What follows belongs to an exercise in optimizing a design on an open flow for small area, a short achievable clock period and few clock cycles per item; a production flow would make more cautious choices. At most, simulation tests tie the RTL to the original design; equivalence was not proved.

==> violet: inputs <==
==> flow/design.v (excerpt) <==
module mul_invert_2(
input i_clk,i_rst,i_start,
input [31:0] i_operand_a,
input [31:0] i_operand_b,
output reg [31:0] o_operand_o,
output o_exception,o_overflow,o_underflow,
output reg o_done
);
==> module mul_invert_2, before the edit <==
module mul_invert_2(
input i_clk,i_rst,i_start,
input [31:0] i_operand_a,
input [31:0] i_operand_b,
output reg [31:0] o_operand_o,
output o_exception,o_overflow,o_underflow,
output reg o_done
);
wire overflow,underflow;
reg [8:0] exponent;
wire [8:0] sum_exponent;
reg [22:0] product_mantissa;
wire [23:0] op_a,op_b;
reg [47:0] product;
wire [47:0] product_normalised;
reg [31:0] temp_o;
wire sign,normalised,zero;
wire exception,round;
reg [1:0] cnt;					 
assign o_exception = exception;
assign o_overflow  = overflow;
assign o_underflow = underflow;
assign sign = i_operand_a[31] ^ i_operand_b[31];				 
assign exception = (&i_operand_a[30:23]) | (&i_operand_b[30:23]);  
assign op_a = (|i_operand_a[30:23]) ? {1'b1,i_operand_a[22:0]} : {1'b0,i_operand_a[22:0]};
assign op_b = (|i_operand_b[30:23]) ? {1'b1,i_operand_b[22:0]} : {1'b0,i_operand_b[22:0]};
assign normalised = product[47] ? 1'b1 : 1'b0;
assign product_normalised = normalised ? product : product << 1;
assign round = |product_normalised[22:0];
assign zero = exception ? 1'b0 : (product_mantissa == 23'd0) ? 1'b1 : 1'b0;
assign sum_exponent = i_operand_a[30:23] + i_operand_b[30:23];
assign overflow = ((exponent[8] & !exponent[7]) & !zero); 									 
assign underflow = ((exponent[8] & exponent[7]) & !zero) ? 1'b1 : 1'b0; 							 
always@(posedge i_clk,posedge i_rst) begin
if(i_rst) begin
o_operand_o <= 32'b0;
exponent <= 8'b0;
product_mantissa <= 23'b0;
product <= 48'b0;
end
else begin
 product <= op_a * op_b;
 product_mantissa <= product_normalised[46:24] + (product_normalised[23] & round);
 exponent <= sum_exponent - 8'd127 + normalised;
 o_operand_o <= exception ? 32'd0 : zero ? {sign,31'd0} : overflow ? {sign,8'hFF,23'd0} : underflow ? {sign,31'd0} : {sign,exponent[7:0],product_mantissa};
end
end
always@(posedge i_clk,posedge i_rst) begin
if(i_rst) begin
cnt <= 2'd0;
o_done <= 1'b0;
end
else if(i_start) begin
cnt <= 2'd1;
o_done <= 1'b0;
end
else if(cnt == 2'd2) begin
cnt <= 2'd0;
o_done <= 1'b1;
end
else if(cnt != 2'd0) begin
cnt <= cnt + 2'd1;
end
end
endmodule
export LEC_CHECK = 0
export CAP_MARGIN = 20
export CORE_MARGIN = 2
export CORE_UTILIZATION = 40
export SLEW_MARGIN = 20
create_clock -name core_clock -period 8.5 [get_ports {i_clk}]
run.sh (not shown) runs the stock make flow with config.mk's settings and CLKGATE_MAP_FILE= SYNTH_SCRIPT=/design/flow/synth_recipe.tcl, a recipe that flattens the netlist after the stock synthesis.
==> inputs of raven, as changes to violet <==
==> flow/design.v (replaced) <==
module mul_invert_2(
input i_clk,i_rst,i_start,
input [31:0] i_operand_a,
input [31:0] i_operand_b,
output [31:0] o_operand_o,
output o_exception,o_overflow,o_underflow,
output reg o_done
);
wire [7:0] ea = i_operand_a[30:23];
wire [7:0] eb = i_operand_b[30:23];
wire [23:0] ma = {|ea, i_operand_a[22:0]};
wire [23:0] mb = {|eb, i_operand_b[22:0]};
wire [47:0] p = ma * mb;
reg [47:22] prod;		 
reg sticky;			 
reg [8:0] exp_sum;		 
reg exc, sgn;
always @(posedge i_clk) begin
  prod <= p[47:22];
  sticky <= |p[21:0];
  exp_sum <= {1'b0,ea} + {1'b0,eb} - 9'd127;
  exc <= (&ea) | (&eb);
  sgn <= i_operand_a[31] ^ i_operand_b[31];
end
always @(posedge i_clk or posedge i_rst) begin
  if (i_rst) o_done <= 1'b0;
  else if (i_start) o_done <= 1'b1;
end
wire n = prod[47];
wire [22:0] mant = n ? prod[46:24] + (prod[23] & (prod[22] | sticky))
                     : prod[45:23] + (prod[22] & sticky);
wire [8:0] e = exp_sum + n;
wire zero = !exc & (mant == 23'd0);
assign o_overflow  = e[8] & !e[7] & !zero;
assign o_underflow = e[8] & e[7] & !zero;
assign o_exception = exc;
assign o_operand_o = exc ? 32'd0 : zero ? {sgn,31'd0} : o_overflow ? {sgn,8'hFF,23'd0} :
                     o_underflow ? {sgn,31'd0} : {sgn,e[7:0],mant};
endmodule
==> results.cfg <==
[final_layout]
layout_common_cells = 530 x inv_1, 483 x fa_1, 388 x nand2_1

[min_path]
hold_end = cnt[1]$_DFFE_PP0P_

[status]
outcome = timing/DRC/antenna clean

[clock_tree]
cts-resized-gates = 0

[synth]
muxShareOfSynthArea_pct = 0.308
-- figures above: violet

==> results.cfg <==
[clock_tree]
cts-resized-gates = 5

[final_layout]
layout_common_cells = 540 x inv_1, 481 x fa_1, 406 x nand2_1

[synth]
muxShareOfSynthArea_pct = 0.559

[status]
outcome = timing/DRC/antenna clean

[min_path]
hold_end = o_done$_DFFE_PP0P_
-- figures above: raven

Testbench counts of violet, summed over its fixed seeds: cycles 96,000, items 32,000.
Testbench counts of raven, summed over its fixed seeds: cycles 32,000, items 32,000.

* * *

==> try-zinc <==
mul_invert_2, a different RTL version from the one above (not shown whole).
Settings: LEC_CHECK=0, ABC_AREA=1, CAP_MARGIN=20, CORE_MARGIN=2, CORE_UTILIZATION=40, SLEW_MARGIN=20; clock period 8.5 ns.
==> try-ember: changes against try-zinc <==
Settings changed: CORE_UTILIZATION 40 to 60, PLACE_DENSITY from default to 0.75, SETUP_SLACK_MARGIN from default to 3.0.
==> try-maple: changes against try-zinc <==
Settings changed: SETUP_SLACK_MARGIN from default to 3.0.
==> try-delta: changes against try-zinc <==
Settings changed: SETUP_SLACK_MARGIN from default to 2.0.
==> notes <==
- try-zinc ran to the end with no violations. try-ember passed the timing, DRC and antenna checks. try-delta went through all stages and came out clean. try-maple passed the timing, DRC and antenna checks.
- Sequential cell count is the same in try-delta and try-maple.
- Via count, lowest first: try-zinc, try-delta, try-maple, try-ember.
- Cell count: try-maple > try-delta > try-zinc > try-ember.
- The highest wire length belongs to try-ember, the lowest to try-zinc.
- The lowest utilization belongs to try-zinc, the highest to try-ember.
No run of this note included a check of the RTL's function; only the layout flow was run.

==> what the ideal ports hide <==
Ports are ideal in the flow. The routed layouts listed here were re-timed in OpenROAD. Step 1 (the two cells are an assumption about what drives the block):
set clk [get_ports {i_clk}]
set_driving_cell -lib_cell sky130_fd_sc_hd__clkbuf_16 $clk
set_driving_cell -lib_cell sky130_fd_sc_hd__buf_2 [delete_from_list [all_inputs] $clk]
Step 2 moves the port delays by t, midway between the first and last clock arrival at a register: inputs arrive t later, outputs are due t later. That takes back most of the time a late clock gives input paths. Slacks: ideal / step 1 / step 2; pairs: ideal / step 1.
| run | t (ns) | setup slack, ns | hold slack, ns | worst setup path at the end | worst data-port slew with drivers (ns) |
|---|---|---|---|---|---|
| violet | 0.443 | 0.323 / 0.337 / -0.105 | 0.444 / 0.444 / 0.444 | input to register | 0.04 |
| raven | 0.316 | 0.257 / 0.271 / -0.045 | 0.470 / 0.470 / 0.470 | input to register | 0.05 |
| try-zinc | 0.391 | 1.561 / 1.530 / 1.139 | 0.474 / 0.474 / 0.474 | input to register | 0.08 |
| try-ember | 0.379 | 2.513 / 2.502 / 2.123 | 0.479 / 0.479 / 0.479 | input to register | 0.06 |
| try-maple | 0.389 | 2.757 / 2.773 / 2.385 | 0.465 / 0.465 / 0.465 | input to register | 0.06 |
| try-delta | 0.389 | 2.134 / 2.152 / 1.763 | 0.474 / 0.474 / 0.474 | input to register | 0.08 |
Met with ideal ports but missed after step 2: setup timing in violet and raven. The setup slack of violet, which loses most, moves by +0.014 ns with the drivers and by -0.428 ns with both steps.
